What follows belongs to an exercise in optimizing a design on an open flow for small area and a short achievable clock period; a production flow would make more cautious choices. Where RTL was checked, it was by simulation tests only, not by an equivalence proof against the original. Power and IR drop assume default switching activity.

==> inputs of job 3986 <==
// cpu
module cpu (
    input  wire        clk,
    input  wire        reset,
    output wire [7:0]  mem_addr,
    output wire [31:0] mem_wdata,
    output wire        mem_we,
    input  wire [31:0] mem_rdata
);
clock: 8.0 ns
lec_check: 0
cap_margin: 20
core_margin: 2
core_utilization: 50
cts_buf_list: sky130_fd_sc_hd__clkbuf_8
cts_cluster_size: 30
setup_slack_margin: 3.6
slew_margin: 20
run.sh (not shown) runs the stock make flow with config.mk's settings and CLKGATE_MAP_FILE= SYNTH_SCRIPT=/design/flow/synth_recipe.tcl, a recipe that flattens the netlist after the stock synthesis.
==> job 2383: changes against job 3986 <==
--- a/flow/design.v
+++ b/flow/design.v
@@ -153,77 +153,114 @@
             st   <= st_n;
             cnt  <= cnt_n;
             if (st != S_FETCH && st != S_DECODE)
                 last <= st;
         end
     end
     reg  [32:0] ring [0:31];
     reg  [4:0]  phase;
-    reg  [4:0]  rpos;     
+    reg  [31:0] rsel;     
     reg         wpend;
     wire [4:0]  rp_field = d0 ? mem_rdata[20:16] : ((st == S_SLLM && cnt == 4'd4) ? RT : RS);
-    reg  [31:0] rsel;
+    wire [4:0]  rp_next  = rp_field + phase + 5'd1;
     reg  [32:0] rword;
     integer q;
     always @(*) begin
-        rsel  = 32'd0;
-        rsel[rpos] = 1'b1;
         rword = 33'd0;
         for (q = 0; q < 32; q = q + 1)
             rword = rword | (ring[q] & {33{rsel[q]}});
     end
     wire [31:0] rdata = rword[32] ? rword[31:0] : 32'd0;
-    wire [4:0]  waddr = l_rd ? RD : l_rt ? RT : (last == S_JAL) ? 5'd31 : 5'd29;
-    wire [4:0]  wpos  = waddr + phase + 5'd1;
-    wire        wreq  = (f0 && l_write) || wpend;
-    wire        wcommit = wreq && (wpos[1:0] == 2'b00);
+    wire [5:0]  ci    = (st >= S_ADD) ? st : last;
+    wire ci_rd   = (ci == S_ADD) || (ci == S_AND) || (ci == S_SUB) || (ci == S_ADDM) ||
+                   (ci == S_SLT) || (ci == S_MFHI) || (ci == S_MFLO) || (ci == S_SLL) ||
+                   (ci == S_SLLV) || (ci == S_SRA) || (ci == S_SRAV) || (ci == S_SRL);
+    wire ci_rt   = (ci == S_ADDI) || (ci == S_ADDIU) || (ci == S_SLTI) || (ci == S_SLLM) ||
+                   (ci == S_LB) || (ci == S_LH) || (ci == S_LW) || (ci == S_LUI);
+    wire ci_aluo = (ci == S_ADD) || (ci == S_AND) || (ci == S_SUB) || (ci == S_ADDM) ||
+                   (ci == S_ADDI) || (ci == S_ADDIU) || (ci == S_SLT) || (ci == S_SLTI) ||
+                   (ci == S_JAL);
+    wire ci_b    = (ci == S_SLL) || (ci == S_SLLV) || (ci == S_SRA) || (ci == S_SRAV) ||
+                   (ci == S_SRL) || (ci == S_SLLM) || (ci == S_LW);
+    wire [4:0]  waddr_c = reset ? 5'd29 : ci_rd ? RD : ci_rt ? RT : (ci == S_JAL) ? 5'd31 : 5'd29;
+    reg  [4:0]  waddr;    
+    wire [4:0]  wtap = waddr + phase + 5'd1;    
+    wire [7:0]  tsel;     
+    genvar tk;
+    generate
+        for (tk = 0; tk < 8; tk = tk + 1) begin : taps
+            assign tsel[tk] = (wtap == 4 * tk);
+        end
+    endgenerate
+    reg         ws_aluo, ws_b, ws_lb, ws_lh, ws_hi, ws_lo, ws_lui, ws_227;
+    integer k;
+    always @(posedge clk) begin
+        waddr   <= waddr_c;
+        ws_aluo <= !reset && ci_aluo;
+        ws_b    <= !reset && ci_b;
+        ws_lb   <= !reset && (ci == S_LB);
+        ws_lh   <= !reset && (ci == S_LH);
+        ws_hi   <= !reset && (ci == S_MFHI);
+        ws_lo   <= !reset && (ci == S_MFLO);
+        ws_lui  <= !reset && (ci == S_LUI);
+        ws_227  <= reset || (ci == S_RESET);
+    end
+    wire        wreq = (f0 && l_write) || wpend;
+    wire [7:0]  wcommit = {8{wreq}} & tsel;
     reg  [1:0]  hl_src;
     reg  [31:0] m_acc, m_q;
     reg  [31:0] d_rem, d_dq;
     wire [31:0] HI = hl_src[0] ? m_acc : (hl_src[1] ? d_rem : 32'd0);
     wire [31:0] LO = hl_src[0] ? m_q   : (hl_src[1] ? d_dq  : 32'd0);
-    wire [31:0] wd = l_aluo            ? ALUOut :
-                     l_b               ? B :
-                     (last == S_LB)    ? {24'd0, B[7:0]} :
-                     (last == S_LH)    ? {16'd0, B[15:0]} :
-                     (last == S_MFHI)  ? HI :
-                     (last == S_MFLO)  ? LO :
-                     (last == S_LUI)   ? {IMM, 16'd0} : 32'd227;
+    wire [31:0] wd = ({32{ws_aluo}} & ALUOut) | ({32{ws_b}} & B) |
+                     ({32{ws_lb}} & {24'd0, B[7:0]}) | ({32{ws_lh}} & {16'd0, B[15:0]}) |
+                     ({32{ws_hi}} & HI) | ({32{ws_lo}} & LO) |
+                     ({32{ws_lui}} & {IMM, 16'd0}) | ({32{ws_227}} & 32'd227);
     integer p;
     always @(posedge clk) begin
         phase <= phase + 5'd1;
-        rpos  <= rp_field + phase + 5'd1;
+        for (q = 0; q < 32; q = q + 1)
+            rsel[q] <= (rp_next == q);
         for (p = 0; p < 32; p = p + 1) begin
-            if (p % 4 == 0 && wcommit && wpos[4:2] == p / 4)
+            if (p % 4 == 0 && wcommit[p / 4])
                 ring[p] <= {!reset, wd};
             else
                 ring[p] <= {ring[(p + 31) % 32][32] && !reset, ring[(p + 31) % 32][31:0]};
         end
     end
     always @(posedge clk) begin
         if (reset)
             wpend <= 1'b0;
         else
-            wpend <= wreq && !wcommit;
+            wpend <= wreq && !(|tsel);
     end
     wire [31:0] sext = {{16{IMM[15]}}, IMM};
     wire l_break = (last == S_BREAK);
     wire n_d0    = (st == S_FETCH) && (cnt == 4'd3);
     wire n_pcm4  = (exc && (cnt == 4'd3)) || ((st == S_BREAK) && c0);
     wire n_x1    = c0 && (st >= S_ADD);
     reg  a_pc, a_zero, b_4, b_sx2, b_sx, op_sub, op_and, op_a, op_lt, m_step, d_step;
     reg  aluout_ld, ir_ld, epc_ld, a_ld_rf, a_ld_mem, b_ld_rf, b_ld_mem, b_ld_sh, b_mdr;
     reg  mdr_sb, mdr_sh, sh_var, sh_left, sh_arith;
+    reg  a_a, b_b;        
+    wire n_a_pc   = n_d0 || d0 || (n_x1 && st == S_JAL) || n_pcm4;
+    wire n_a_zero = (st == S_ADDM) && c5;
+    wire n_b_4    = n_d0 || n_pcm4;
+    wire n_b_sx   = n_x1 && st_immop;
+    wire n_m_step = !reset && (st == S_MULT) && !MultStop;
+    wire n_d_step = !reset && (st == S_DIV) && !DivZero && !DivStop;
     always @(posedge clk) begin
-        a_pc      <= n_d0 || d0 || (n_x1 && st == S_JAL) || n_pcm4;
-        a_zero    <= (st == S_ADDM) && c5;
-        b_4       <= n_d0 || n_pcm4;
+        a_pc      <= n_a_pc;
+        a_zero    <= n_a_zero;
+        b_4       <= n_b_4;
         b_sx2     <= d0;
-        b_sx      <= n_x1 && st_immop;
+        b_sx      <= n_b_sx;
+        a_a       <= !(n_a_pc || n_a_zero || n_m_step || n_d_step);
+        b_b       <= !(n_b_4 || d0 || n_b_sx || n_m_step);
         op_sub    <= (n_x1 && (st == S_SUB || st == S_SLT || st == S_SLTI ||
                                st == S_BLE || st == S_BGT)) || n_pcm4;
         op_and    <= n_x1 && (st == S_AND);
         op_a      <= n_x1 && (st == S_JAL || st == S_ADDM);
         op_lt     <= n_x1 && (st == S_SLT || st == S_SLTI);
         aluout_ld <= d0 || (n_x1 && (st == S_ADD || st == S_SUB || st == S_AND || st == S_ADDIU ||
                                      st == S_SLT || st == S_JAL || st == S_ADDM || st_immop)) ||
                      ((st == S_ADDM) && (c5 || cnt == 4'd10));
@@ -233,34 +270,30 @@
         b_ld_rf   <= d0;
         b_ld_mem  <= ((st == S_ADDM) && cnt == 4'd9) || ((st == S_SLLM) && c4);
         b_ld_sh   <= (st_shift && c1) || ((st == S_SLLM) && cnt == 4'd6);
         mdr_sb    <= (st == S_SB);
         mdr_sh    <= (st == S_SH);
         sh_var    <= (st == S_SLLV) || (st == S_SRAV) || (st == S_SLLM);
         sh_left   <= (st == S_SLL) || (st == S_SLLV) || (st == S_SLLM);
         sh_arith  <= (st == S_SRA) || (st == S_SRAV);
+        m_step    <= n_m_step;
+        d_step    <= n_d_step;
         if (reset) begin
-            m_step <= 1'b0;
-            d_step <= 1'b0;
             epc_ld <= 1'b0;
             b_mdr  <= 1'b0;
         end else begin
-            m_step <= (st == S_MULT) && !MultStop;
-            d_step <= (st == S_DIV) && !DivZero && !DivStop;
             epc_ld <= exc && (cnt == 4'd3);
             b_mdr  <= (exc && (cnt == 4'd3)) || (st_ldst && c4);
         end
     end
     reg         ms_add, ms_sub;
     wire [31:0] d_sh   = {d_rem[30:0], d_dq[31]};
-    wire        a_a    = !a_pc && !a_zero && !m_step && !d_step;
     wire [31:0] alu_a  = ({32{a_pc}} & PC) | ({32{a_a}} & A) |
                          ({32{m_step}} & m_acc) | ({32{d_step}} & d_sh);
-    wire        b_b    = !b_4 && !b_sx2 && !b_sx && !m_step;
     wire [31:0] alu_b  = ({32{b_4}} & 32'd4) | ({32{b_sx2}} & {sext[29:0], 2'b00}) |
                          ({32{b_sx}} & sext) | ({32{b_b}} & B) | ({32{ms_add}} & A);
     wire        a_sub  = op_sub || ms_sub || d_step;
     wire [31:0] alu_bx  = a_sub ? ~alu_b : alu_b;
     wire [31:0] ag = alu_a & alu_bx;
     wire [31:0] ap = alu_a ^ alu_bx;
     wire [31:0] pg [0:5];
     wire [31:0] pp [0:5];
@@ -280,18 +313,23 @@
                 end
             end
         end
     endgenerate
     wire [32:0] ac = {pg[5], a_sub};
     wire [32:0] alu_sum = {ac[32], ap ^ ac[31:0]};
     assign OVERFLOW = ac[32] ^ ac[31];
     assign LESS     = (alu_sum[31] & ~OVERFLOW) | (OVERFLOW & alu_a[31]);
-    assign ZERO     = (A == B);
-    assign GT       = (A[31] != B[31]) ? B[31] : (A[30:0] > B[30:0]);
+    reg  br_eq, br_gt;
+    always @(posedge clk) begin
+        br_eq <= (rdata == B);
+        br_gt <= (rdata[31] != B[31]) ? B[31] : (rdata[30:0] > B[30:0]);
+    end
+    assign ZERO     = br_eq;
+    assign GT       = br_gt;
     wire        op_sum = !op_a && !op_and && !op_lt;
     wire [31:0] ALU_Result = ({32{op_sum}} & alu_sum[31:0]) | ({32{op_a}} & alu_a) |
                              ({32{op_and}} & alu_a & alu_b) | {31'd0, op_lt & LESS};
     wire [31:0] sh_in  = sh_var ? A : B;
     wire [4:0]  sh_n   = sh_var ? B[4:0] : IMM[10:6];
     wire [31:0] sh_x, sh_res;
     genvar g;
     generate
@@ -355,17 +393,17 @@
     wire       DivInit  = d_step;
     reg        m_q1, m_run, m_fim, m_stop;
     reg        d_run, d_fim, d_stop, d_zero;
     reg  [5:0] md_cnt;
     assign MultStop = m_stop;
     assign DivStop  = d_stop;
     assign DivZero  = d_zero;
     wire [31:0] m_new = alu_sum[31:0];
-    wire        d_ge  = alu_sum[32];
+    wire        d_ge  = (d_sh >= B);    
     wire m_do_step = MultInit && m_run && !md_cnt[5];
     wire m_do_load = MultInit && !m_run && !m_fim;
     wire m_q0_n    = m_do_step ? m_q[1] : m_do_load ? B[0] : m_q[0];
     wire m_q1_n    = m_do_step ? m_q[0] : m_do_load ? 1'b0 : m_q1;
     always @(posedge clk) begin
         ms_add <= !reset && (st == S_MULT) && !MultStop && (m_q0_n ^ m_q1_n);
         ms_sub <= !reset && (st == S_MULT) && !MultStop && (m_q0_n & ~m_q1_n);
         if (reset) begin
CORE_UTILIZATION = 55   (was 50)
SETUP_SLACK_MARGIN = 4.4   (was 3.6)
==> job 6371: changes against job 3986 <==
--- a/flow/design.v
+++ b/flow/design.v
@@ -153,62 +153,84 @@
             st   <= st_n;
             cnt  <= cnt_n;
             if (st != S_FETCH && st != S_DECODE)
                 last <= st;
         end
     end
     reg  [32:0] ring [0:31];
     reg  [4:0]  phase;
-    reg  [4:0]  rpos;     
+    reg  [31:0] rsel;     
     reg         wpend;
     wire [4:0]  rp_field = d0 ? mem_rdata[20:16] : ((st == S_SLLM && cnt == 4'd4) ? RT : RS);
-    reg  [31:0] rsel;
+    wire [4:0]  rp_next  = rp_field + phase + 5'd1;
     reg  [32:0] rword;
     integer q;
     always @(*) begin
-        rsel  = 32'd0;
-        rsel[rpos] = 1'b1;
         rword = 33'd0;
         for (q = 0; q < 32; q = q + 1)
             rword = rword | (ring[q] & {33{rsel[q]}});
     end
     wire [31:0] rdata = rword[32] ? rword[31:0] : 32'd0;
-    wire [4:0]  waddr = l_rd ? RD : l_rt ? RT : (last == S_JAL) ? 5'd31 : 5'd29;
-    wire [4:0]  wpos  = waddr + phase + 5'd1;
-    wire        wreq  = (f0 && l_write) || wpend;
-    wire        wcommit = wreq && (wpos[1:0] == 2'b00);
+    wire [5:0]  ci    = (st >= S_ADD) ? st : last;
+    wire ci_rd   = (ci == S_ADD) || (ci == S_AND) || (ci == S_SUB) || (ci == S_ADDM) ||
+                   (ci == S_SLT) || (ci == S_MFHI) || (ci == S_MFLO) || (ci == S_SLL) ||
+                   (ci == S_SLLV) || (ci == S_SRA) || (ci == S_SRAV) || (ci == S_SRL);
+    wire ci_rt   = (ci == S_ADDI) || (ci == S_ADDIU) || (ci == S_SLTI) || (ci == S_SLLM) ||
+                   (ci == S_LB) || (ci == S_LH) || (ci == S_LW) || (ci == S_LUI);
+    wire ci_aluo = (ci == S_ADD) || (ci == S_AND) || (ci == S_SUB) || (ci == S_ADDM) ||
+                   (ci == S_ADDI) || (ci == S_ADDIU) || (ci == S_SLT) || (ci == S_SLTI) ||
+                   (ci == S_JAL);
+    wire ci_b    = (ci == S_SLL) || (ci == S_SLLV) || (ci == S_SRA) || (ci == S_SRAV) ||
+                   (ci == S_SRL) || (ci == S_SLLM) || (ci == S_LW);
+    wire [4:0]  waddr_c = reset ? 5'd29 : ci_rd ? RD : ci_rt ? RT : (ci == S_JAL) ? 5'd31 : 5'd29;
+    wire [4:0]  wtap_c  = waddr_c + phase + 5'd2;    
+    reg  [7:0]  tsel;     
+    reg         ws_aluo, ws_b, ws_lb, ws_lh, ws_hi, ws_lo, ws_lui, ws_227;
+    integer k;
+    always @(posedge clk) begin
+        for (k = 0; k < 8; k = k + 1)
+            tsel[k] <= (wtap_c == 4 * k);
+        ws_aluo <= !reset && ci_aluo;
+        ws_b    <= !reset && ci_b;
+        ws_lb   <= !reset && (ci == S_LB);
+        ws_lh   <= !reset && (ci == S_LH);
+        ws_hi   <= !reset && (ci == S_MFHI);
+        ws_lo   <= !reset && (ci == S_MFLO);
+        ws_lui  <= !reset && (ci == S_LUI);
+        ws_227  <= reset || (ci == S_RESET);
+    end
+    wire        wreq = (f0 && l_write) || wpend;
+    wire [7:0]  wcommit = {8{wreq}} & tsel;
     reg  [1:0]  hl_src;
     reg  [31:0] m_acc, m_q;
     reg  [31:0] d_rem, d_dq;
     wire [31:0] HI = hl_src[0] ? m_acc : (hl_src[1] ? d_rem : 32'd0);
     wire [31:0] LO = hl_src[0] ? m_q   : (hl_src[1] ? d_dq  : 32'd0);
-    wire [31:0] wd = l_aluo            ? ALUOut :
-                     l_b               ? B :
-                     (last == S_LB)    ? {24'd0, B[7:0]} :
-                     (last == S_LH)    ? {16'd0, B[15:0]} :
-                     (last == S_MFHI)  ? HI :
-                     (last == S_MFLO)  ? LO :
-                     (last == S_LUI)   ? {IMM, 16'd0} : 32'd227;
+    wire [31:0] wd = ({32{ws_aluo}} & ALUOut) | ({32{ws_b}} & B) |
+                     ({32{ws_lb}} & {24'd0, B[7:0]}) | ({32{ws_lh}} & {16'd0, B[15:0]}) |
+                     ({32{ws_hi}} & HI) | ({32{ws_lo}} & LO) |
+                     ({32{ws_lui}} & {IMM, 16'd0}) | ({32{ws_227}} & 32'd227);
     integer p;
     always @(posedge clk) begin
         phase <= phase + 5'd1;
-        rpos  <= rp_field + phase + 5'd1;
+        for (q = 0; q < 32; q = q + 1)
+            rsel[q] <= (rp_next == q);
         for (p = 0; p < 32; p = p + 1) begin
-            if (p % 4 == 0 && wcommit && wpos[4:2] == p / 4)
+            if (p % 4 == 0 && wcommit[p / 4])
                 ring[p] <= {!reset, wd};
             else
                 ring[p] <= {ring[(p + 31) % 32][32] && !reset, ring[(p + 31) % 32][31:0]};
         end
     end
     always @(posedge clk) begin
         if (reset)
             wpend <= 1'b0;
         else
-            wpend <= wreq && !wcommit;
+            wpend <= wreq && !(|tsel);
     end
     wire [31:0] sext = {{16{IMM[15]}}, IMM};
     wire l_break = (last == S_BREAK);
     wire n_d0    = (st == S_FETCH) && (cnt == 4'd3);
     wire n_pcm4  = (exc && (cnt == 4'd3)) || ((st == S_BREAK) && c0);
     wire n_x1    = c0 && (st >= S_ADD);
     reg  a_pc, a_zero, b_4, b_sx2, b_sx, op_sub, op_and, op_a, op_lt, m_step, d_step;
     reg  aluout_ld, ir_ld, epc_ld, a_ld_rf, a_ld_mem, b_ld_rf, b_ld_mem, b_ld_sh, b_mdr;
==> flow/flow/run.sh (new file) <==
#!/bin/bash
# Own flow: the standard layout (standard synthesis, floorplan, power grid,
# placement, CTS, routing), with two changes to how cells are chosen:
#  - timing repair may resize cells to other footprints (MATCH_CELL_FOOTPRINT=0),
#  - ports are buffered with sky130_fd_sc_hd__buf_4 instead of a delay cell.
# make's full output goes to standard_make.log; ORFS keeps each step's log
# under orfs/logs/.
set -euo pipefail
bash standard.sh MATCH_CELL_FOOTPRINT=0 \
    'BUFFER_PORTS_ARGS=-buffer_cell sky130_fd_sc_hd__buf_4' \
    finish > standard_make.log 2>&1
==> flow/standard.sh (new file) <==
#!/bin/bash
# synth_recipe.tcl (not shown) runs the flow's synth.tcl, then flattens the netlist and writes it again
# the make line also repeats each setting of config.mk as NAME=value (left out here)
make -C /OpenROAD-flow-scripts/flow DESIGN_CONFIG=/design/flow/config.mk WORK_HOME=/design/flow/orfs CLKGATE_MAP_FILE= SYNTH_SCRIPT=/design/flow/synth_recipe.tcl "${@:-finish}"
CORE_UTILIZATION = 55   (was 50)
removed: flow/run.sh
==> qor summary <==
| metric | job 6371 | job 3986 | job 2383 |
|---|---|---|---|
| Number of multi-input logic gates | 3680 | 3927 | 3762 |
| Slowest stage cell, crit path | buf_6 | xnor2_1 | a222oi_1 |
| Total power consumption of the routed design | 18590 uW | 17650 uW | 19650 uW |
| Number of antenna violations at the first check in global routing | 5 | 12 | 15 |
| Die height | 329.1 um | 347.2 um | 331.9 um |
| Total via count in the routed design | 50420 | 53030 | 52990 |
| Synthesis-stage register bit count | 1497 | 1454 | 1497 |
| DR WL met3 | 34490 um | 29840 um | 31820 um |
| Share of power burned in the clock network | 0.341 | 0.370 | 0.348 |
| Post-DP HPWL | 149500 um | 169500 um | 160100 um |
| Total GRT Usage | 0.4255 | 0.4161 | 0.4532 |
| Syn nets | 5819 | 6050 | 5921 |
| Sequential share of the synthesized area | 0.5600 | 0.5382 | 0.5506 |
| Run status | complete, no violations | complete, no violations | complete, no violations |
| Non-clock buffer count in the final layout | 254 | 377 | 471 |
| Initial cell density of the core | 0.5531 | 0.5055 | 0.5532 |
| Gp weighted congestion | 1.004 | 1.056 | 1.015 |
| CP Max Fanout | 54 | 36 | 17 |
| Post-cts repair resize count | 61 | 118 | 506 |
| Crit. Startpoint | reset | last[5] | b_sx |
| Hold endpoint | ring[30][1] | ring[18][2] | ring[17][2] |
| Clock Power | 6330 uW | 6530 uW | 6830 uW |
| Pin count of the biggest net entering global routing | 72 | 73 | 92 |
For job 3986 and job 2383, only the layout was checked, not whether the RTL still works.

## static timing again, ports no longer ideal
Ports are ideal in the flow. The routed layouts listed here were re-timed in OpenROAD.
Step 1: set_driving_cell puts a clkbuf_16 on clk and a buf_2 on each other input, an assumption about the parent block.
Step 2 also shifts input and output timing later by t, the mid clock arrival at the registers, as if the neighbouring blocks saw the same clock.
a / b / c = ideal ports / drivers / drivers and shift; a / b = the first two.
run | t, ns | setup WS [ns] | latest minus earliest clock arrival (ns)
job 3986 | 1.033 | 3.355 / 3.355 / 3.355 | 0.064 / 0.064
job 2383 | 1.015 | 3.923 / 3.615 / 3.364 | 0.099 / 0.099
job 6371 | 0.966 | 3.564 / 3.528 / 3.409 | 0.066 / 0.066
After both steps setup and hold are still met in every run listed. The setup slack of job 2383, which loses most, moves by -0.308 ns with the drivers and by -0.559 ns with both steps.
